This is an optimization exercise on Yosys and OpenROAD, whose aim is small area, a short achievable clock period and few clock cycles, not a production implementation. Function was not checked in any run shown here: the RTL went through the layout flow alone.

==> flow/design.v, too long to show whole: its modules and the start of the top module <==
// module MandelbrotGen: 1310 lines
// module mfa: 4 lines
// module mha: 4 lines
module MandelbrotGen(
		input Clk_100M,           
		input  [4:0]BTNS,         
		input  SW0,               
		input  SW15,              
		output reg [18:0] addrA,  
		output reg [11:0] dinA,   
		output reg wea            
    );
  // ...
==> flow/run.sh <==
#!/bin/bash
# synth_recipe.tcl (not shown) runs the flow's synth.tcl, then flattens the netlist and writes it again
# the make line also repeats each setting of config.mk as NAME=value (left out here)
make -C /OpenROAD-flow-scripts/flow DESIGN_CONFIG=/design/flow/config.mk WORK_HOME=/design/flow/orfs CLKGATE_MAP_FILE= SYNTH_SCRIPT=/design/flow/synth_recipe.tcl finish
==> flow/config.mk <==
export PLATFORM = sky130hd
export DESIGN_NAME = MandelbrotGen
export DESIGN_NICKNAME = MandelbrotGen
export VERILOG_FILES = /design/flow/design.v
export SDC_FILE = /design/flow/constraint.sdc
export NUM_CORES = 8
export LEC_CHECK = 0
export CAP_MARGIN = 70
export CORE_MARGIN = 2
export CORE_UTILIZATION = 40
export SETUP_SLACK_MARGIN = 5
export SLEW_MARGIN = 70
export SYNTH_HIERARCHICAL = 1
export SYNTH_MINIMUM_KEEP_SIZE = 0
==> flow/constraint.sdc <==
create_clock -name core_clock -period 11.0 [get_ports {Clk_100M}]
set_input_delay 2.2000 -clock core_clock [delete_from_list [all_inputs] [get_ports {Clk_100M}]]
set_output_delay 2.2000 -clock core_clock [all_outputs]
set_load 0.01 [all_outputs]
==> run summary, run 1 <==
H-tree levels 2; Post-Place Cells 4,119; Seq/Total Area, Yosys 0.242; RSZ-0062 raised after global routing false; met3 usage 0.0349; CP peak stage delay 0.56 ns; critical path buffer and inverter count 3; count leader, synth fa_1; Detailed Route Iter0 Violations roughly 1,600; Biggest Area Class multi-input combinational cells; Std-Cell Rows 103; number of synthesized flops with an enable pin 63; critical path fanouts, max 3; DP Area 33,600 um2; Die W 287 um; critical path arrival 5.36 ns; FFs & Latches around 350; run status finished clean; met2 GRT Util 0.334; Max Freq 206 MHz; Fin. Hold Viols 0; CP Class flip-flop to flip-flop; vias after detailed routing 23,000; fin crit share 0.441
==> run 2: changes to the inputs <==
--- a/flow/design.v
+++ b/flow/design.v
@@ -37,17 +37,18 @@
 reg [17:0] xh0_q;
 reg [17:0] xh1_q;
 reg [0:0] xc_q;
 reg [17:0] yh0_q;
 reg [17:0] yh1_q;
 reg [0:0] yc_q;
 reg [17:0] zh0_q;
 reg [17:0] zh1_q;
-reg [0:0] zc_q;
+reg [12:0] zl0_q;
+reg [12:0] zl1_q;
 reg [17:0] cr2, ci2;
 reg [7:0] n2;
 reg v2, d2, t2;
 wire p0, p1;
 mha u_p0 ((zr1[0] & zr1[4]), (zr1[1] & zr1[3]), p0, p1);
 wire p2, p3;
 mfa u_p2 ((zr1[0] & zr1[5]), (zr1[1] & zr1[4]), (zr1[3] & ~zr1[2]), p2, p3);
 wire p4, p5;
@@ -982,26 +983,27 @@
 wire p931, p932;
 mfa u_p931 (p657, p924, p929, p931, p932);
 wire p933, p934;
 mha u_p933 (p926, p931, p933, p934);
 wire p935, p936;
 mfa u_p935 (p622, p641, p658, p935, p936);
 wire p937, p938;
 mfa u_p937 (p930, p935, p932, p937, p938);
-wire [13:0] z_lo = {1'b0, {p718, p708, p705, p695, p682, p679, p673, p667, p663, p660, p499, p479, zi1[1]}} + {1'b0, {p729, p717, p707, p697, p689, p681, p675, p669, p665, p661, p659, 1'b0, p478}};
 wire [17:0] xh0_w = {p236, p229, p228, p217, p216, p201, p200, p181, p180, p157, p156, p129, p113, p97, p94, p71, p59, p49};
 wire [17:0] xh1_w = {p233, p232, p223, p222, p209, p208, p191, p190, p169, p168, p143, p142, p128, p112, p96, p82, p70, p58};
 wire [0:0] xc_w = {x_lo[14]};
 wire [17:0] yh0_w = {p474, p467, p466, p455, p454, p439, p438, p419, p418, p395, p394, p367, p351, p335, p332, p309, p297, p287};
 wire [17:0] yh1_w = {p471, p470, p461, p460, p447, p446, p429, p428, p407, p406, p381, p380, p366, p350, p334, p320, p308, p296};
 wire [0:0] yc_w = {y_lo[14]};
 wire [17:0] zh0_w = {p934, p933, p922, p921, p906, p905, p886, p885, p862, p861, p834, p833, p802, p786, p770, p756, p742, p739};
 wire [17:0] zh1_w = {p937, p928, p927, p914, p913, p896, p895, p874, p873, p848, p847, p818, p817, p801, p785, p769, p755, p741};
-wire [0:0] zc_w = {z_lo[13]};
+wire [12:0] zl0_w = {p718, p708, p705, p695, p682, p679, p673, p667, p663, p660, p499, p479, zi1[1]};
+wire [12:0] zl1_w = {p729, p717, p707, p697, p689, p681, p675, p669, p665, p661, p659, 1'b0, p478};
+wire [13:0] z_lo = {1'b0, zl0_q} + {1'b0, zl1_q};
 wire q0, q1;
 mfa u_q0 (xh0_q[0], xh1_q[0], yh0_q[0], q0, q1);
 wire q2, q3;
 mfa u_q2 (xh0_q[1], xh1_q[1], yh0_q[1], q2, q3);
 wire q4, q5;
 mfa u_q4 (xh0_q[2], xh1_q[2], yh0_q[2], q4, q5);
 wire q6, q7;
 mfa u_q6 (xh0_q[3], xh1_q[3], yh0_q[3], q6, q7);
@@ -1212,17 +1214,17 @@
 wire q212, q213;
 mfa u_q212 (zh0_q[16], zh1_q[16], ci2[16], q212, q213);
 wire q214, q215;
 mfa u_q214 (zh0_q[17], zh1_q[17], ci2[17], q214, q215);
 wire [18:0] s_sum_t = {{q70, q68, q66, q64, q62, q60, q58, q56, q54, q52, q50, q48, q46, q44, q42, q40, q38, q36}, yc_q[0]} + {{q69, q67, q65, q63, q61, q59, q57, q55, q53, q51, q49, q47, q45, q43, q41, q39, q37, xc_q[0]}, yc_q[0]};
 wire [17:0] s_sum = s_sum_t[18:1];
 wire [18:0] nzr_t = {{q178, q176, q174, q172, q170, q168, q166, q164, q162, q160, q158, q156, q154, q152, q150, q148, q146, q144}, 1'b0} + {{q177, q175, q173, q171, q169, q167, q165, q163, q161, q159, q157, q155, q153, q151, q149, q147, q145, ~yc_q[0]}, 1'b0};
 wire [17:0] nzr = nzr_t[18:1];
-wire [18:0] nzi_t = {{q214, q212, q210, q208, q206, q204, q202, q200, q198, q196, q194, q192, q190, q188, q186, q184, q182, q180}, 1'b0} + {{q213, q211, q209, q207, q205, q203, q201, q199, q197, q195, q193, q191, q189, q187, q185, q183, q181, zc_q[0]}, 1'b0};
+wire [18:0] nzi_t = {{q214, q212, q210, q208, q206, q204, q202, q200, q198, q196, q194, q192, q190, q188, q186, q184, q182, q180}, 1'b0} + {{q213, q211, q209, q207, q205, q203, q201, q199, q197, q195, q193, q191, q189, q187, q185, q183, q181, z_lo[13]}, 1'b0};
 wire [17:0] nzi = nzi_t[18:1];
 wire esc_s  = ~s_sum[17] & s_sum[16] & (|s_sum[15:0]);
 wire stop   = esc_s | (n2 == 8'd149);
 wire retire = v2 & d2 & (t2 == hpar) & ~restart;
 wire take   = (~v2 | retire) & ~restart;
 wire pan = pan_im | pan_re;
 wire [17:0] add_a = pan_im ? im0 : pan_re ? re0 : col0 ? ci1 : cr1;
 wire [17:0] add_b = pan ? {shift[12:0], 5'b0} : shift;
@@ -1258,17 +1260,18 @@
 	xh0_q <= xh0_w;
 	xh1_q <= xh1_w;
 	xc_q <= xc_w;
 	yh0_q <= yh0_w;
 	yh1_q <= yh1_w;
 	yc_q <= yc_w;
 	zh0_q <= zh0_w;
 	zh1_q <= zh1_w;
-	zc_q <= zc_w;
+	zl0_q <= zl0_w;
+	zl1_q <= zl1_w;
 	cr2 <= cr1; ci2 <= ci1; n2 <= n1; d2 <= d1; t2 <= t1;
 	v2 <= v1 & ~restart;
 	zr1 <= zr_nx;
 	zi1 <= zi_nx;
 		if (take) begin
 		cr1 <= crn; ci1 <= cin;
 		n1 <= 8'd0; d1 <= 1'b0; t1 <= ipar;
 	end else begin
==> run summary, run 2 <==
Synth area leaders fa_1 28%, dfxtp_1 20%, ha_1 6.7%, edfxtp_1 6.0%, xnor2_1 5.1% (was fa_1 27%, dfxtp_1 18%, ha_1 6.7%, edfxtp_1 5.9%, and2_1 5.0%); yosys warns 7 (unchanged); commonest non-fill, non-tap cells in the layout 437 x fa_1, 380 x nor2_1, 299 x dfxtp_1 (was 437 x fa_1, 281 x dfxtp_1, 254 x and2_1); clk latency of the worst-skew pair 0.59 ns (was 0.58 ns); #FFs+latches synth 378 (was 354); CP Class flip-flop to flip-flop (unchanged); Pre-antenna DRT Iters 6 (unchanged); Layout fillers 7,462 (was 7,451); total CTS buffers 44 (was 41); design area 35,100 um2 (was 35,200 um2); Worst-path clk slew 0.06 ns (was 0.07 ns); vias per cell 5.46 (was 5.47); share of post-route cells with drive strength above 1 0.0816 (was 0.0778); post-synth top area cell fa_1 (unchanged); final core utilization 0.445 (was 0.446); max reg flops 19 (unchanged); placed wire-length estimate 63,000 um (was 61,400 um); run status finished clean (unchanged); Die W 286 um (was 287 um); critical path arrival 5.15 ns (was 5.36 ns); total wire length 85,700 um (was 86,000 um); count leader, synth fa_1 (unchanged); Tot GR Track Use 0.211 (was 0.213); GRT overflow 0 (unchanged); Ports 40 (unchanged); required time worst endpoint 11.46 ns (was 11.51 ns); Detailed Route Iter0 Violations 1,656 (was 1,566); Slew Limit Fails 0 (unchanged); initial antenna violation count 0 (was 1); Reg with most FFs addrA (unchanged); PortBufs 36 (unchanged); routability cong. 0.885 (was 0.894); DR WL/cell 20.4 um (was 20.5 um); most common cell after layout, fill and taps aside fa_1 (unchanged); Fin. Hold Viols 0 (unchanged); clock buffer depth 3 (unchanged); die area 81,700 um2 (was 82,100 um2); # diodes 0 (was 2); die boundary height 286 um (was 287 um); vias in the first global route 23,000 (was 23,400); slack of the critical path 6.30 ns (was 6.15 ns); Final setup viols 0 (unchanged); max_cap viols 0 (unchanged); Max Clock Skew 0.0115 ns (was 0.0231 ns); first-pass GRT wire length 135,000 um (was 136,000 um); RSZ-0062 raised after global routing false (unchanged); post-CTS setup buffer count 0 (unchanged); CTS tree yes (unchanged); number of synthesized flops with an enable pin 63 (unchanged); H-tree levels 2 (unchanged); commonest cells in the netlist 437 x fa_1, 384 x nor2_1, 315 x dfxtp_1 (was 437 x fa_1, 291 x dfxtp_1, 255 x and2_1); startpoint types flip-flop (unchanged); fin crit share 0.427 (was 0.441); vias after detailed routing 22,900 (was 23,000); sum of negative setup slack 0 ns (unchanged); Max Freq 213 MHz (was 206 MHz); class of the worst hold path flip-flop to flip-flop (unchanged); Synth-to-Final Area Change 10.4% (was 10.3%); Synth top area share 0.275 (was 0.274); ys async rst share 0 (unchanged); Post-Syn Area 31,800 um2 (was 31,900 um2); Mapped Cells 3,173 (was 3,189); post-cts repair resize count 0 (unchanged); critical path fanouts, max 3 (unchanged); Seq/Total Area, Yosys 0.258 (was 0.242); DRC Markers 0 (unchanged); Worst setup EP type flip-flop (unchanged); CTS root buf clkbuf_16 (unchanged); crit path time final 4.70 ns (was 4.85 ns); worst slack, placed 6.34 ns (was 6.26 ns); DRT antenna net count 0 (unchanged); clk sinks 378 (was 354); largest net degree at the start of global routing 62 (was 73); dominant synthesized flop cell dfxtp_1 (unchanged); DP Area 33,400 um2 (was 33,600 um2); synthesized area per cell 10.0 um2 (about the same); Yosys cell types 85 (was 88); nets 3,731 (was 3,736); CTS Hold Buffers Added 0 (unchanged); Initial Util 0.403 (was 0.404); Std-Cell Rows 103 (unchanged); core region area 78,700 um2 (was 79,000 um2)
## run 2: changes by cell type after synthesis, sizes merged, moves of 24 or more
cell / change
and2: -134
dfxtp: +24
nand2: -32
nor2b: -31
nor2: +170
clkbuf: -25
a21o: +30
## run 2: path summary, 6_finish.rpt
| check | start | endpoint | slack, ns | cells after the start |
|---|---|---|---|---|
| worst max-delay path | zl0_q[2]$_DFF_P_ | zi1[17]$_DFF_P_ | 6.30 | 20 |
| worst min-delay path | n1[0]$_SDFF_PP0_ | n2[0]$_DFF_P_ | 0.32 | 0 |
| worst max register to register | zl0_q[2]$_DFF_P_ | zi1[17]$_DFF_P_ | 6.30 | 20 |
| worst min register to register | n1[0]$_SDFF_PP0_ | n2[0]$_DFF_P_ | 0.32 | 0 |
## run 2: critical path, stage by stage (launching register included)
cell and delay (ns):
dfxtp_1 0.32, ha_1 0.28, a41o_1 0.19, a21o_1 0.18
a21o_1 0.17, a21o_1 0.18, a21o_1 0.17, a21oi_1 0.15
nor2b_1 0.07, o211ai_1 0.17, a21oi_1 0.16, ha_1 0.27
a211oi_1 0.36, nor2_1 0.14, o21a_1 0.27, a41o_1 0.31
o41ai_2 0.32, o2111ai_1 0.25, o31ai_1 0.29, xnor2_1 0.20
o211ai_1 0.11
## run 2: cell families (layout without fill, tap and decap cells)
logic type                 count (synthesis)  count (layout)  share of synthesized area
buffers and inverters                    321             287                     0.0386
muxes                                    106             106                     0.0346
AOI/OAI and AO/OA                        628             628                      0.130
other                                      2              13                   0.000236
xor gates and xnor gates                 256             256                     0.0706
adders and majority gates                608             608                      0.343
DFF                                      378             378                      0.258
and+or+nand+nor                          874             874                      0.125
## run 2: layer usage
metal	GRT usage	vias up	part of all wire	wire length, um
met1	0.298	11500	0.45	38300
met5	0	-	0	0
met3	0.0259	110	0.056	4800
li1	-	10600	-	-
met4	0.0647	0	0.029	2490
met2	0.341	706	0.47	40100
## run 2: cell type report
type,count,area [um2],area share
flip-flops and latches,378,8230,0.235
clock inverters,30,344,0.00981
clock buffers,51,1170,0.0333
repair buffers,101,1000,0.0286
multi-input cells,2485,22600,0.644
inverters,105,424,0.0121
well taps,1050,1310,0.0375
## run 2: Yosys stat by module (local to each module, per instance)
module,flip-flops and latches,cells inside,copies in the design,area (um2)
mfa,0,1,433,20.0
mha,0,1,53,12.5
MandelbrotGen,378,2687,1,22400
## run 2: metrics by stage
step,instances,hold slack (ns)
after CTS,4196,0.323
final,4200,0.322
after floorplan,3184,0.310
after detailed placement,4115,0.312
after global routing,4200,0.333
after global placement,4105,0.310
==> run 3: changes to the inputs <==
--- a/flow/config.mk
+++ b/flow/config.mk
@@ -8,6 +8,8 @@
 export CAP_MARGIN = 70
 export CORE_MARGIN = 2
 export CORE_UTILIZATION = 40
+export CTS_CLUSTER_DIAMETER = 80
+export CTS_CLUSTER_SIZE = 40
 export SETUP_SLACK_MARGIN = 5
 export SLEW_MARGIN = 70
 export SYNTH_HIERARCHICAL = 1
==> run summary, run 3 <==
Pre-antenna DRT Iters 7 (was 6); Max Clock Skew 0.0210 ns (was 0.0115 ns); CP Class flip-flop to flip-flop (unchanged); reg2reg path depth 20 (unchanged); share of post-route cells with drive strength above 1 0.0743 (was 0.0816); die area 81,700 um2 (unchanged); Ports 40 (unchanged); Hold Crit Start n1[7]$_SDFF_PP0_ (was n1[0]$_SDFF_PP0_); vias in the first global route 22,800 (was 23,000); largest net degree at the start of global routing 62 (unchanged); critical path arrival 5.24 ns (was 5.15 ns); CTS Hold Buffers Added 0 (unchanged); startpoint types flip-flop (unchanged); Slew Limit Fails 0 (unchanged); required time worst endpoint 11.48 ns (was 11.46 ns); Synth-to-Final Area Change 9.07% (was 10.4%); CTS tree yes (unchanged); RSZ-0062 raised after global routing false (unchanged); commonest cells in the netlist 437 x fa_1, 384 x nor2_1, 315 x dfxtp_1 (unchanged); most common cell after layout, fill and taps aside fa_1 (unchanged); clk sinks 378 (unchanged); count leader, synth fa_1 (unchanged); placed wire-length estimate 63,000 um (unchanged); Post-Syn Area 31,800 um2 (unchanged); critical path buffer and inverter count 0 (unchanged); commonest non-fill, non-tap cells in the layout 437 x fa_1, 380 x nor2_1, 299 x dfxtp_1 (unchanged); critical path fanouts, max 3 (unchanged); RR Endpoint zi1[17]$_DFF_P_ (unchanged); Initial Util 0.403 (unchanged); design area 34,600 um2 (was 35,100 um2); Worst-path clk slew 0.10 ns (was 0.06 ns); Fin. Hold Viols 0 (unchanged); Post-Place Cells 4,115 (unchanged); Synth area leaders fa_1 28%, dfxtp_1 20%, ha_1 6.7%, edfxtp_1 6.0%, xnor2_1 5.1% (unchanged); #FFs+latches synth 378 (unchanged); CTS root buf clkbuf_16 (unchanged); DRC Markers 0 (unchanged); worst reg-to-reg setup slack 6.24 ns (was 6.30 ns); Max Freq 210 MHz (was 213 MHz); Crit-path slowest cell a211oi_1 (unchanged); Final setup viols 0 (unchanged); Yosys cell types 85 (unchanged); sum of negative setup slack 0 ns (unchanged); class of the worst hold path flip-flop to flip-flop (unchanged); CP peak stage delay 0.36 ns (about the same); total wire length 85,000 um (was 85,700 um); total CTS buffers 29 (was 44); number of synthesized flops with an enable pin 63 (unchanged); # diodes 0 (unchanged); run status finished clean (unchanged); Seq/Total Area, Yosys 0.258 (unchanged); DRT antenna net count 0 (unchanged); Hold Path End n2[7]$_DFF_P_ (was n2[0]$_DFF_P_); GRT overflow 0 (unchanged); fin crit share 0.432 (was 0.427); PortBufs 36 (unchanged); DR WL/cell 20.4 um (about the same); clk latency of the worst-skew pair 0.61 ns (was 0.59 ns); synthesized area per cell 10.0 um2 (unchanged); vias after detailed routing 22,700 (was 22,900); post-cts repair resize count 0 (unchanged); Tot GR Track Use 0.208 (was 0.211); clock buffer depth 3 (unchanged); worst hold margin 0.329 ns (was 0.322 ns); H-tree levels 1 (was 2); most used cell, CP a21o_1 (unchanged); max_cap viols 0 (unchanged); initial antenna violation count 0 (unchanged); core region area 78,700 um2 (unchanged); CP Cell Sequence ha_1 -> a41o_1 -> a21o_1 -> a21o_1 -> a21o_1 -> a21o_1 -> a21oi_1 -> nor2b_1 -> o211ai_1 -> a21oi_1 -> ha_1 -> a211oi_1 -> nor2_1 -> o21a_1 -> a41o_1 -> o41ai_2 -> o2111ai_1 -> o31ai_1 -> xnor2_1 -> o211ai_1 (unchanged); Die W 286 um (unchanged); Hold Path Cell Cnt 0 (unchanged); Synth top area share 0.275 (unchanged); crit path time final 4.76 ns (was 4.70 ns); first-pass GRT wire length 134,000 um (was 135,000 um); DP Area 33,400 um2 (unchanged); nets 3,716 (was 3,731); vias per cell 5.44 (was 5.46); Reg with most FFs addrA (unchanged); die boundary height 286 um (unchanged); kind of cell adding the most delay to the critical path compound AO/OA/AOI/OAI gates (unchanged); post-synth top area cell fa_1 (unchanged); post-CTS setup buffer count 0 (unchanged); Layout Cells excl Fill 4,172 (was 4,200); dominant synthesized flop cell dfxtp_1 (unchanged); ys async rst share 0 (unchanged); routability cong. 0.885 (unchanged); Std-Cell Rows 103 (unchanged); RR Startpoint zl0_q[2]$_DFF_P_ (unchanged); Mapped Cells 3,173 (unchanged); Detailed Route Iter0 Violations 1,628 (was 1,656); max reg flops 19 (unchanged); Worst setup EP type flip-flop (unchanged); yosys warns 7 (unchanged)
-- run 3: cell count changes in the layout (fill, tap and decap cells not counted), sizes merged --
cell / change
clkinvlp: -1
clkbuf: -21
clkinv: -10
bufinv: -4
inv: +8
-- run 3: metrics by stage --
step	util	worst slack, ns
after CTS	0.438	6.28
after global routing	0.440	5.99
after detailed placement	0.424	6.34
final	0.440	6.24
after global placement	0.420	6.10
after floorplan	-	6.81
-- run 3: worst register-to-register path, stage by stage, from the launching register on --
cell	delay (ns)
dfxtp_1	0.33
ha_1	0.28
a41o_1	0.19
a21o_1	0.18
a21o_1	0.17
a21o_1	0.18
a21o_1	0.17
a21oi_1	0.15
nor2b_1	0.07
o211ai_1	0.17
a21oi_1	0.17
ha_1	0.27
a211oi_1	0.36
nor2_1	0.14
o21a_1	0.26
a41o_1	0.31
o41ai_2	0.32
o2111ai_1	0.27
o31ai_1	0.30
xnor2_1	0.22
o211ai_1	0.12
-- run 3: worst max path at each step --
stage / depth (start not counted) / to / start
global placement: 14 / im0[17]$_SDFFCE_PP0P_ / pan_re$_DFF_P_
global route: 20 / zi1[17]$_DFF_P_ / zl0_q[2]$_DFF_P_
floorplan: 14 / im0[17]$_SDFFCE_PP0P_ / col0$_SDFFE_PP1P_
finish: 20 / zi1[17]$_DFF_P_ / zl0_q[2]$_DFF_P_
CTS: 20 / zi1[17]$_DFF_P_ / zl0_q[2]$_DFF_P_
detailed placement: 20 / zi1[17]$_DFF_P_ / zl0_q[2]$_DFF_P_
-- run 3: cell type report --
type                            count  area (um2)
Timing Repair Buffer              101         998
Inverter                          105         424
Fill cell                        7502       44100
Clock buffer                       30         729
Multi-Input combinational cell   2485       22600
Clock inverter                     23         347
Tap cell                         1050        1310
Sequential cell                   378        8230
-- run 3: kinds of logic after synthesis --
logic type	synth area share
AOI/OAI and AO/OA	0.130
buffers and inverters	0.0386
DFF	0.258
other	0.000236
adders and majority gates	0.343
and+or+nand+nor	0.125
muxes	0.0346
xor gates and xnor gates	0.0706
-- run 3: metal layers --
metal | GRT usage | wire length [um] | vias to the layer above
li1 | - | - | 10600
met1 | 0.296 | 38200 | 11400
met2 | 0.337 | 39800 | 667
met3 | 0.0234 | 4430 | 98
met4 | 0.0590 | 2570 | 0
met5 | 0 | 0 | -
-- run 3: per-module statistics from Yosys, one instance, submodules excluded --
module,cell area (um2),flip-flops and latches
MandelbrotGen,22400,378
mfa,20.0,0
mha,12.5,0
==> run 4: changes to the inputs <==
--- a/flow/config.mk
+++ b/flow/config.mk
@@ -7,9 +7,9 @@
 export LEC_CHECK = 0
 export CAP_MARGIN = 70
 export CORE_MARGIN = 2
-export CORE_UTILIZATION = 40
-export CTS_CLUSTER_DIAMETER = 80
-export CTS_CLUSTER_SIZE = 40
+export CORE_UTILIZATION = 55
+export CTS_BUF_LIST = sky130_fd_sc_hd__clkbuf_4 sky130_fd_sc_hd__clkbuf_8
+export PLACE_DENSITY = 0.7
 export SETUP_SLACK_MARGIN = 5
 export SLEW_MARGIN = 70
 export SYNTH_HIERARCHICAL = 1
==> run summary, run 4 <==
CTS root buf clkbuf_8 (was clkbuf_16); vias in the first global route 24,900 (was 22,800); Post-Place Cells 3,835 (was 4,115); Pre-antenna DRT Iters 6 (was 7); Crit-path slowest cell fa_1 (was a211oi_1); Initial Util 0.554 (was 0.403); startpoint types flip-flop (unchanged); most common cell after layout, fill and taps aside fa_1 (unchanged); Detailed Route Iter0 Violations 2,248 (was 1,628); share of post-route cells with drive strength above 1 0.0978 (was 0.0743); core region area 57,400 um2 (was 78,700 um2); Layout Cells excl Fill 3,967 (was 4,172); met3 usage 0.0620 (was 0.0234); clk sinks 378 (unchanged); die boundary height 244 um (was 286 um); final core utilization 0.606 (was 0.440); simple-gate share of the synthesized area 0.125 (unchanged); DP Area 33,100 um2 (was 33,400 um2); most used cell, CP fa_1 (was a21o_1); vias after detailed routing 24,100 (was 22,700); Std-Cell Rows 88 (was 103); Synth top area share 0.275 (unchanged); Max Clock Skew 0.0448 ns (was 0.0210 ns); Seq/Total Area, Yosys 0.258 (unchanged); yosys warns 7 (unchanged); placed wire-length estimate 64,900 um (was 63,000 um); critical path arrival 5.22 ns (was 5.24 ns); synthesized area per cell 10.0 um2 (unchanged); clock buffer depth 3 (unchanged); Final setup viols 0 (unchanged); slack of the critical path 6.27 ns (was 6.24 ns); CTS tree yes (unchanged); DRC Markers 0 (unchanged); initial antenna violation count 1 (was 0); Mapped Cells 3,173 (unchanged); met2 GRT Util 0.465 (was 0.337); DRT antenna net count 0 (unchanged); routability cong. 0.929 (was 0.885); GRT overflow 0 (unchanged); met1 Track Usage GR 0.408 (was 0.296); Die W 244 um (was 286 um); worst slack, placed 6.36 ns (was 6.34 ns); largest net degree at the start of global routing 63 (was 62); RSZ-0062 raised after global routing false (unchanged); sum of negative setup slack 0 ns (unchanged); post-synth top area cell fa_1 (unchanged); Worst setup EP type flip-flop (unchanged); max reg flops 19 (unchanged); Yosys cell types 85 (unchanged); count leader, synth fa_1 (unchanged); total wire length 88,700 um (was 85,000 um); post-CTS setup buffer count 0 (unchanged); dominant synthesized flop cell dfxtp_1 (unchanged); Synth Area in Compound Gates 0.130 (unchanged); max_cap viols 0 (unchanged); die area 59,700 um2 (was 81,700 um2); critical path buffer and inverter count 0 (unchanged); ys async rst share 0 (unchanged); number of synthesized flops with an enable pin 63 (unchanged); Post-Syn Area 31,800 um2 (unchanged); Fin. Hold Viols 0 (unchanged); critical path fanouts, max 3 (unchanged); CP Class flip-flop to flip-flop (unchanged); total CTS buffers 70 (was 29); Synth-to-Final Area Change 9.53% (was 9.07%); run status finished clean (unchanged); mux share of post-synthesis cell area 0.0346 (unchanged); required time worst endpoint 11.49 ns (was 11.48 ns); Ports 40 (unchanged); Slew Limit Fails 0 (unchanged); nets 3,763 (was 3,716); first-pass GRT wire length 140,000 um (was 134,000 um); clk latency of the worst-skew pair 0.66 ns (was 0.61 ns); kind of cell adding the most delay to the critical path adder cells (was compound AO/OA/AOI/OAI gates); CTS Hold Buffers Added 0 (unchanged); Worst-path clk slew 0.06 ns (was 0.10 ns); crit path time final 4.73 ns (was 4.76 ns); #FFs+latches synth 378 (unchanged); H-tree levels 3 (was 1); fin crit share 0.430 (was 0.432); worst hold margin 0.311 ns (was 0.329 ns); class of the worst hold path flip-flop to flip-flop (unchanged); Tot GR Track Use 0.302 (was 0.208); commonest cells in the netlist 437 x fa_1, 384 x nor2_1, 315 x dfxtp_1 (unchanged); busiest grt layer met2 (unchanged); PortBufs 36 (unchanged); CP peak stage delay 0.56 ns (was 0.36 ns); DR WL/cell 22.4 um (was 20.4 um); main combinational cell family by area after synthesis adder cells (unchanged); adder-cell area share of the yosys netlist 0.343 (unchanged); Max Freq 212 MHz (was 210 MHz); post-cts repair resize count 0 (unchanged); Synth Area in XOR/XNOR 0.0706 (unchanged); Synth area leaders fa_1 28%, dfxtp_1 20%, ha_1 6.7%, edfxtp_1 6.0%, xnor2_1 5.1% (unchanged); commonest non-fill, non-tap cells in the layout 437 x fa_1, 381 x nor2_1, 304 x dfxtp_1 (was 437 x fa_1, 380 x nor2_1, 299 x dfxtp_1); vias per cell 6.07 (was 5.44); CP Cell Sequence fa_1 -> fa_1 -> fa_1 -> ha_1 -> a211o_1 -> a211oi_1 -> o21bai_1 -> a21oi_1 -> o21ai_0 -> a21o_1 -> a21oi_1 -> xor2_1 -> o21ai_0 (was ha_1 -> a41o_1 -> a21o_1 -> a21o_1 -> a21o_1 -> a21o_1 -> a21oi_1 -> nor2b_1 -> o211ai_1 -> a21oi_1 -> ha_1 -> a211oi_1 -> nor2_1 -> o21a_1 -> a41o_1 -> o41ai_2 -> o2111ai_1 -> o31ai_1 -> xnor2_1 -> o211ai_1); design area 34,800 um2 (was 34,600 um2); Reg with most FFs addrA (unchanged)
run 4: layout make-up:
type                    count  area [um2]
diodes                      1        2.50
clock buffers             104        1300
clock inverters            22         196
fillers                  4701       22600
inverters                 105         425
multi-input cells        2485       22600
flip-flops and latches    378        8220
well taps                 765         957
repair buffers            107        1070
run 4: cell families after synthesis:
group | after synthesis
AO/OA/AOI/OAI | 628
XOR/XNOR | 256
adder cells (fa/ha/maj) | 608
buffers and inverters | 321
flip-flops | 378
multiplexers | 106
other | 2
AND/OR/NAND/NOR | 874
run 4: worst register-to-register path: cells and delay by family (launching register included):
family          cells  cell delay [ns]
flops               1             0.50
xor+xnor            1             0.31
compound gates      8             1.82
fa+ha+maj           4             1.92
run 4: final timing paths:
kind	startpoint	endpoint	slack (ns)	depth (start not counted)
min reg2reg	n1[2]$_SDFF_PP0_	n2[2]$_DFF_P_	0.31	0
min	n1[2]$_SDFF_PP0_	n2[2]$_DFF_P_	0.31	0
max	xh1_q[1]$_DFF_P_	zr1[11]$_DFF_P_	6.27	13
max reg2reg	xh1_q[1]$_DFF_P_	zr1[11]$_DFF_P_	6.27	13
run 4: layer usage:
| metal | up-vias | part of all wire |
|---|---|---|
| li1 | 10700 | - |
| met1 | 12000 | 0.41 |
| met2 | 1148 | 0.46 |
| met3 | 237 | 0.081 |
| met4 | 0 | 0.053 |
| met5 | - | 0 |
run 4: per-module statistics from Yosys, one instance, submodules excluded:
module / cells inside / times used / flops+latches
mfa: 1 / 433 / 0
MandelbrotGen: 2687 / 1 / 378
mha: 1 / 53 / 0
==> run 5: changes to the inputs <==
==> flow/flow/run.sh (new file) <==
#!/bin/bash
# Standard synthesis, then the standard layout steps with a larger setup
# margin for the resizer's timing repair.
set -euo pipefail
MARGIN=7
bash standard.sh synth > synth.log 2>&1
sed "s/SETUP_SLACK_MARGIN=[0-9.]*/SETUP_SLACK_MARGIN=$MARGIN/" standard.sh > layout.sh
bash layout.sh > layout.log 2>&1
==> flow/standard.sh (new file) <==
#!/bin/bash
# synth_recipe.tcl (not shown) runs the flow's synth.tcl, then flattens the netlist and writes it again
# the make line also repeats each setting of config.mk as NAME=value (left out here)
make -C /OpenROAD-flow-scripts/flow DESIGN_CONFIG=/design/flow/config.mk WORK_HOME=/design/flow/orfs CLKGATE_MAP_FILE= SYNTH_SCRIPT=/design/flow/synth_recipe.tcl "${@:-finish}"
--- a/flow/config.mk
+++ b/flow/config.mk
@@ -7,9 +7,7 @@
 export LEC_CHECK = 0
 export CAP_MARGIN = 70
 export CORE_MARGIN = 2
-export CORE_UTILIZATION = 55
-export CTS_BUF_LIST = sky130_fd_sc_hd__clkbuf_4 sky130_fd_sc_hd__clkbuf_8
-export PLACE_DENSITY = 0.7
+export CORE_UTILIZATION = 40
 export SETUP_SLACK_MARGIN = 5
 export SLEW_MARGIN = 70
 export SYNTH_HIERARCHICAL = 1
removed: flow/run.sh
==> run summary, run 5 <==
total CTS buffers 45 (was 70); total wire length 95,800 um (was 88,700 um); DRT antenna net count 0 (unchanged); routability cong. 0.906 (was 0.929); share of post-route cells with drive strength above 1 0.159 (was 0.0978); GRT overflow 0 (unchanged); count leader, synth fa_1 (unchanged); register area 8260 um2 (was 8220 um2); placed wire-length estimate 64,500 um (was 64,900 um); Synth area leaders fa_1 28%, dfxtp_1 20%, ha_1 6.7%, edfxtp_1 6.0%, xnor2_1 5.1% (unchanged); vias per cell 5.60 (was 6.07); Detailed Route Iter0 Violations 1,886 (was 2,248); clk latency of the worst-skew pair 0.60 ns (was 0.66 ns); nets 3,870 (was 3,763); critical path fanouts, max 3 (unchanged); #FFs+latches synth 378 (unchanged); required time worst endpoint 11.51 ns (was 11.49 ns); PortBufs 36 (unchanged); run status finished clean (unchanged); Pre-antenna DRT Iters 6 (unchanged); CP Cell Sequence inv_2 -> fa_2 -> fa_1 -> fa_1 -> ha_2 -> inv_2 -> fa_2 -> nor2b_2 -> o21ai_2 -> a31oi_4 -> o2111ai_2 -> a31o_2 -> a31oi_4 -> buf_12 -> a2111oi_2 -> a2bb2oi_1 (was fa_1 -> fa_1 -> fa_1 -> ha_1 -> a211o_1 -> a211oi_1 -> o21bai_1 -> a21oi_1 -> o21ai_0 -> a21o_1 -> a21oi_1 -> xor2_1 -> o21ai_0); critical path arrival 4.81 ns (was 5.22 ns); first-pass GRT wire length 145,000 um (was 140,000 um); max reg flops 19 (unchanged); Tot GR Track Use 0.230 (was 0.302); crit path time final 4.30 ns (was 4.73 ns); reg2reg path depth 16 (was 13); largest net degree at the start of global routing 62 (was 63); Std-Cell Rows 103 (was 88); post-synth top area cell fa_1 (unchanged); CP Class flip-flop to flip-flop (unchanged); die area 81,700 um2 (was 59,700 um2); die boundary height 286 um (was 244 um); Reg with most FFs addrA (unchanged); fin crit share 0.391 (was 0.430); RSZ-0062 raised after global routing true (was false); DRC Markers 0 (unchanged); commonest cells in the netlist 437 x fa_1, 384 x nor2_1, 315 x dfxtp_1 (unchanged); # diodes 0 (was 1); Fin. Hold Viols 0 (unchanged); initial antenna violation count 0 (was 1); Yosys cell types 85 (unchanged); Mapped Cells 3,173 (unchanged); Max Clock Skew 0.0235 ns (was 0.0448 ns); clock buffer depth 3 (unchanged); vias in the first global route 24,300 (was 24,900); number of synthesized flops with an enable pin 63 (unchanged); Die W 286 um (was 244 um); commonest non-fill, non-tap cells in the layout 408 x fa_1, 374 x nor2_1, 287 x dfxtp_1 (was 437 x fa_1, 381 x nor2_1, 304 x dfxtp_1); yosys warns 7 (unchanged); DR WL/cell 22.1 um (was 22.4 um); RR Startpoint yh0_q[0]$_DFF_P_ (was xh1_q[1]$_DFF_P_); Max Freq 233 MHz (was 212 MHz); Crit-path slowest cell fa_2 (was fa_1); Worst Setup SP yh0_q[0]$_DFF_P_ (was xh1_q[1]$_DFF_P_); most common cell after layout, fill and taps aside fa_1 (unchanged); CTS tree yes (unchanged); Layout fillers 7,239 (was 4,701); Worst setup EP type flip-flop (unchanged); Synth-to-Final Area Change 17.3% (was 9.53%); sum of negative setup slack 0 ns (unchanged); CP peak stage delay 0.63 ns (was 0.56 ns); Worst-path clk slew 0.07 ns (was 0.06 ns); synthesized area per cell 10.0 um2 (unchanged); ys async rst share 0 (unchanged); Slew Limit Fails 0 (unchanged); clk sinks 378 (unchanged); dominant synthesized flop cell dfxtp_1 (unchanged); Ports 40 (unchanged); startpoint types flip-flop (unchanged); RR Endpoint zr1[16]$_DFF_P_ (was zr1[11]$_DFF_P_); Hold Path Cell Cnt 0 (unchanged); core region area 78,700 um2 (was 57,400 um2); Final setup viols 0 (unchanged); H-tree levels 2 (was 3); class of the worst hold path flip-flop to flip-flop (unchanged); Synth top area share 0.275 (unchanged); vias after detailed routing 24,300 (was 24,100); crit path to zr1[16]$_DFF_P_ (was zr1[11]$_DFF_P_); area of the multi-input gates 23,300 um2 (was 22,600 um2); Initial Util 0.403 (was 0.554); max_cap viols 0 (unchanged); Post-Syn Area 31,800 um2 (unchanged); Seq/Total Area, Yosys 0.258 (unchanged); worst reg-to-reg setup slack 6.70 ns (was 6.27 ns); CTS root buf clkbuf_16 (was clkbuf_8)
run 5: cell counts after synthesis:
Identical to the previous run, type by type.
run 5: layout make-up:
| type | instances | area share |
|---|---|---|
| inverters | 105 | 0.0127 |
| multi-input cells | 2486 | 0.626 |
| repair buffers | 237 | 0.0662 |
| clock buffers | 59 | 0.0330 |
| well taps | 1050 | 0.0353 |
| clock inverters | 20 | 0.00463 |
| repair inverters | 1 | 0.000134 |
| flip-flops and latches | 378 | 0.222 |
run 5: worst min-delay path by stage:
stage	start	endpoint	slack, ns
2_1_floorplan	d1$_SDFF_PP0_	d2$_DFF_P_	0.31
3_3_place_gp	n1[6]$_SDFF_PP0_	n2[6]$_DFF_P_	0.31
3_5_place_dp	n1[1]$_SDFF_PP0_	n2[1]$_DFF_P_	0.31
4_1_cts	n1[1]$_SDFF_PP0_	n2[1]$_DFF_P_	0.33
5_1_grt	n1[1]$_SDFF_PP0_	n2[1]$_DFF_P_	0.33
6_report	n1[1]$_SDFF_PP0_	n2[1]$_DFF_P_	0.33
run 5: cells by family after synthesis:
| group | count (synthesis) | synth area share |
|---|---|---|
| AND/OR/NAND/NOR | 874 | 0.125 |
| AO/OA/AOI/OAI | 628 | 0.130 |
| adder cells (fa/ha/maj) | 608 | 0.343 |
| flip-flops | 378 | 0.258 |
| buffers and inverters | 321 | 0.0386 |
| XOR/XNOR | 256 | 0.0706 |
| multiplexers | 106 | 0.0346 |
| other | 2 | 0.000236 |
run 5: critical path: cells and delay by family (launching register included):
family          cells  cell delay [ns]
simple gates        1             0.05
fa+ha+maj           5             1.95
compound gates      7             1.57
flops               1             0.36
buf+inv             3             0.28
run 5: repair_timing:
item / in CTS / in global routing
pin swaps: 49 / 74
hold endpoints to repair: 0 / 0
hold buffers: 0 / 0
resized for setup: 97 / 134
setup buffers: 60 / 58
cloned: 8 / 6
setup endpoints to repair: 62 / 53
run 5: per-layer routing:
layer  track usage  vias up  share of wire
li1              -    10900              -
met1         0.314    12300           0.43
met2         0.357      901           0.45
met3        0.0467      221          0.075
met4        0.0918        0          0.042
met5             0        -              0
run 5: Yosys stat by module, one instance, submodules excluded:
| module | area (um2) | copies in the design | flops+latches | cells |
|---|---|---|---|---|
| MandelbrotGen | 22400 | 1 | 378 | 2687 |
| mfa | 20.0 | 433 | 0 | 1 |
| mha | 12.5 | 53 | 0 | 1 |
run 5: metrics by stage:
step                setup slack, ns   util  cell area [um2]  cells  hold slack (ns)
floorplan                      7.00      -            31800   3184            0.310
global placement               6.06  0.420            33100   4111            0.310
detailed placement             6.43  0.426            33600   4122            0.313
CTS                            6.72  0.458            36100   4269            0.326
global route                   6.53  0.473            37300   4336            0.327
finish                         6.70  0.473            37300   4336            0.326
==> run 6: changes to the inputs <==
==> flow/flow/run.sh (replaced) <==
#!/bin/bash
# Standard synthesis, then the standard layout steps with a larger setup
# margin for the resizer's timing repair.
set -euo pipefail
MARGIN=7.5
bash standard.sh synth > synth.log 2>&1
sed "s/SETUP_SLACK_MARGIN=[0-9.]*/SETUP_SLACK_MARGIN=$MARGIN/" standard.sh > layout.sh
bash layout.sh > layout.log 2>&1
==> run summary, run 6 <==
Std-Cell Rows 103 (unchanged); fin crit share 0.383 (was 0.391); CTS root buf clkbuf_16 (unchanged); placed wire-length estimate 63,700 um (was 64,500 um); met1 Track Usage GR 0.331 (was 0.314); Initial Util 0.403 (unchanged); Slew Limit Fails 0 (unchanged); clk sinks 378 (unchanged); sum of negative setup slack 0 ns (unchanged); Synth-to-Final Area Change 24.8% (was 17.3%); met2 GRT Util 0.358 (was 0.357); RR Startpoint xh0_q[1]$_DFF_P_ (was yh0_q[0]$_DFF_P_); slew margin rel. 0.665; Hold Path End n2[3]$_DFF_P_ (was n2[1]$_DFF_P_); Layout Cells excl Fill 4,424 (was 4,336); clock buffer depth 3 (unchanged); share of post-route cells with drive strength above 1 0.245 (was 0.159); busiest grt layer met2 (unchanged); Hold Path Cell Cnt 0 (unchanged); Hold Crit Start n1[3]$_SDFF_PP0_ (was n1[1]$_SDFF_PP0_); Layout fillers 6,935 (was 7,239); Worst-Margin Slew 0.503 ns; total wire length 97,100 um (was 95,800 um); synthesized area per cell 10.0 um2 (unchanged); Ports 40 (unchanged); DRT antenna net count 0 (unchanged); Synth area leaders fa_1 28%, dfxtp_1 20%, ha_1 6.7%, edfxtp_1 6.0%, xnor2_1 5.1% (unchanged); required time worst endpoint 11.50 ns (was 11.51 ns); most common cell after layout, fill and taps aside nor2_1 (was fa_1); CP Class flip-flop to flip-flop (unchanged); Fin. Hold Viols 0 (unchanged); critical path arrival 4.71 ns (was 4.81 ns); Mapped Cells 3,173 (unchanged); Synth top area share 0.275 (unchanged); startpoint types flip-flop (unchanged); H-tree levels 2 (unchanged); PortBufs 36 (unchanged); GRT overflow 0 (unchanged); Reg with most FFs addrA (unchanged); met3 usage 0.0428 (was 0.0467); yosys warns 7 (unchanged); initial antenna violation count 0 (unchanged); Detailed Route Iter0 Violations 2,379 (was 1,886); RR Endpoint zr1[11]$_DFF_P_ (was zr1[16]$_DFF_P_); vias per cell 5.56 (was 5.60); number of synthesized flops with an enable pin 63 (unchanged); nets 3,954 (was 3,870); critical path fanouts, max 2 (was 3); class of the worst hold path flip-flop to flip-flop (unchanged); crit path time final 4.22 ns (was 4.30 ns); die area 81,700 um2 (unchanged); routability cong. 0.847 (was 0.906); RSZ-0062 raised after global routing true (unchanged); DR WL/cell 21.9 um (was 22.1 um); Post-Place Cells 4,128 (was 4,122); #FFs+latches synth 378 (unchanged); Pre-antenna DRT Iters 6 (unchanged); Final setup viols 0 (unchanged); max reg flops 19 (unchanged); run status finished clean (unchanged); DRC Markers 0 (unchanged); dominant synthesized flop cell dfxtp_1 (unchanged); count leader, synth fa_1 (unchanged); die boundary height 286 um (unchanged); Yosys cell types 85 (unchanged); Seq/Total Area, Yosys 0.258 (unchanged); CTS tree yes (unchanged); largest net degree at the start of global routing 64 (was 62); Post-Syn Area 31,800 um2 (unchanged); reg2reg path depth 15 (was 16); area of the multi-input gates 24,500 um2 (was 23,300 um2); clk latency of the worst-skew pair 0.62 ns (was 0.60 ns); Tot GR Track Use 0.232 (was 0.230); Worst setup EP type flip-flop (unchanged); vias in the first global route 24,200 (was 24,300); CTS Hold Buffers Added 0 (unchanged); total CTS buffers 44 (was 45); Max Clock Skew 0.0319 ns (was 0.0235 ns); Die W 286 um (unchanged); commonest cells in the netlist 437 x fa_1, 384 x nor2_1, 315 x dfxtp_1 (unchanged); commonest non-fill, non-tap cells in the layout 366 x nor2_1, 364 x fa_1, 267 x dfxtp_1 (was 408 x fa_1, 374 x nor2_1, 287 x dfxtp_1); ys async rst share 0 (unchanged); post-synth top area cell fa_1 (unchanged); vias after detailed routing 24,600 (was 24,300); Max Freq 237 MHz (was 233 MHz); register area 8300 um2 (was 8260 um2); Worst-path clk slew 0.06 ns (was 0.07 ns); worst reg-to-reg setup slack 6.78 ns (was 6.70 ns); core region area 78,700 um2 (unchanged); first-pass GRT wire length 146,000 um (was 145,000 um); max_cap viols 0 (unchanged)
[run 6: what timing repair did]
| action | CTS | global route |
|---|---|---|
| setup buffers | 105 | 90 |
| pin swaps | 143 | 145 |
| gates cloned | 14 | 1 |
| gates resized for setup | 329 | 230 |
| endpoints found under the setup margin | 143 | 117 |
[run 6: worst max path at each step]
stage / end / from / depth (start not counted) / slack [ns]
2_1_floorplan: zi1[17]$_DFF_P_ / zl0_q[2]$_DFF_P_ / 20 / 7.24
3_3_place_gp: zh0_q[8]$_DFF_P_ / zi1[3]$_DFF_P_ / 10 / 5.84
3_5_place_dp: zi1[17]$_DFF_P_ / zl0_q[2]$_DFF_P_ / 20 / 6.58
4_1_cts: zr1[17]$_DFF_P_ / yh0_q[1]$_DFF_P_ / 14 / 6.82
5_1_grt: zr1[17]$_DFF_P_ / yh0_q[1]$_DFF_P_ / 14 / 6.69
6_report: zr1[11]$_DFF_P_ / xh0_q[1]$_DFF_P_ / 15 / 6.78
[run 6: through the flow]
step	instance area, um2	utilization	hold slack (ns)	worst slack [ns]
floorplan	32600	-	0.310	7.24
global placement	33600	0.427	0.310	5.84
detailed placement	34100	0.433	0.314	6.58
CTS	37900	0.481	0.329	6.82
global route	39600	0.503	0.336	6.69
finish	39600	0.503	0.327	6.78
[run 6: final cells by class]
cell class / count / area share
Antenna cell: 1 / 0.0000631
Timing Repair Buffer: 322 / 0.0891
Inverter: 105 / 0.0137
Timing Repair inverter: 1 / 0.000410
Multi-Input combinational cell: 2486 / 0.618
Sequential cell: 378 / 0.209
Clock inverter: 21 / 0.00518
Tap cell: 1050 / 0.0331
Clock buffer: 60 / 0.0312
[run 6: per-layer routing]
metal,vias to the layer above,wire length [um],share of wire
met4,2,2940,0.030
met5,-,68,0.00070
li1,11000,-,-
met2,976,44600,0.46
met1,12400,41900,0.43
met3,202,7530,0.078
[run 6: kinds of logic after synthesis]
family                     Yosys count  synth area share
muxes                              106            0.0346
other                                2          0.000236
xor gates and xnor gates           256            0.0706
AOI/OAI and AO/OA                  628             0.130
buffers and inverters              321            0.0386
and+or+nand+nor                    874             0.125
adders and majority gates          608             0.343
DFF                                378             0.258
[run 6: worst max-delay path, cell delays in order (launching register included)]
cell and delay, ns:
dfxtp_2 0.34, fa_1 0.49, fa_2 0.60, fa_1 0.45, ha_1 0.30, a211o_1 0.30, a211oi_2 0.20, o21bai_1 0.13
a21oi_2 0.28, buf_4 0.17, buf_6 0.10, o21ai_4 0.05, a21o_1 0.18, a21oi_2 0.17, xor2_2 0.27, o21ai_2 0.10
[run 6: Yosys stat by module, one instance, submodules excluded]
module,copies in the design,cell area (um2)
mfa,433,20.0
mha,53,12.5
MandelbrotGen,1,22400

[static timing again, ports no longer ideal]
How much do the figures lean on ideal ports? The routed layouts below were timed once more, with nothing changed but the port constraints.
Step 1 sets driving cells, clkbuf_16 on the clock port and buf_2 on the other inputs (assumed; they add their load-dependent delay and slew).
Step 2, shift: input delay + t, output delay - t, t = (earliest + latest rising clock arrival at the registers) / 2. This alone moves slack from input paths to output paths.
Slacks: ideal / step 1 / step 2; pairs: ideal / step 1.
run	t (ns)	slack for setup (ns)	worst setup path at the end	worst slew at a driven data input, ns	cell pins on the clock port's net
run 1	0.627	6.150 / 6.150 / 6.150	register to register	0.03	1
run 2	0.649	6.305 / 6.305 / 6.305	register to register	0.03	1
run 3	0.670	6.245 / 6.245 / 6.245	register to register	0.03	1
run 4	0.701	6.273 / 6.273 / 6.273	register to register	0.03	1
run 5	0.657	6.701 / 6.701 / 6.701	register to register	0.03	1
run 6	0.666	6.783 / 6.783 / 6.783	register to register	0.03	1
After both steps every run listed still meets setup and hold.
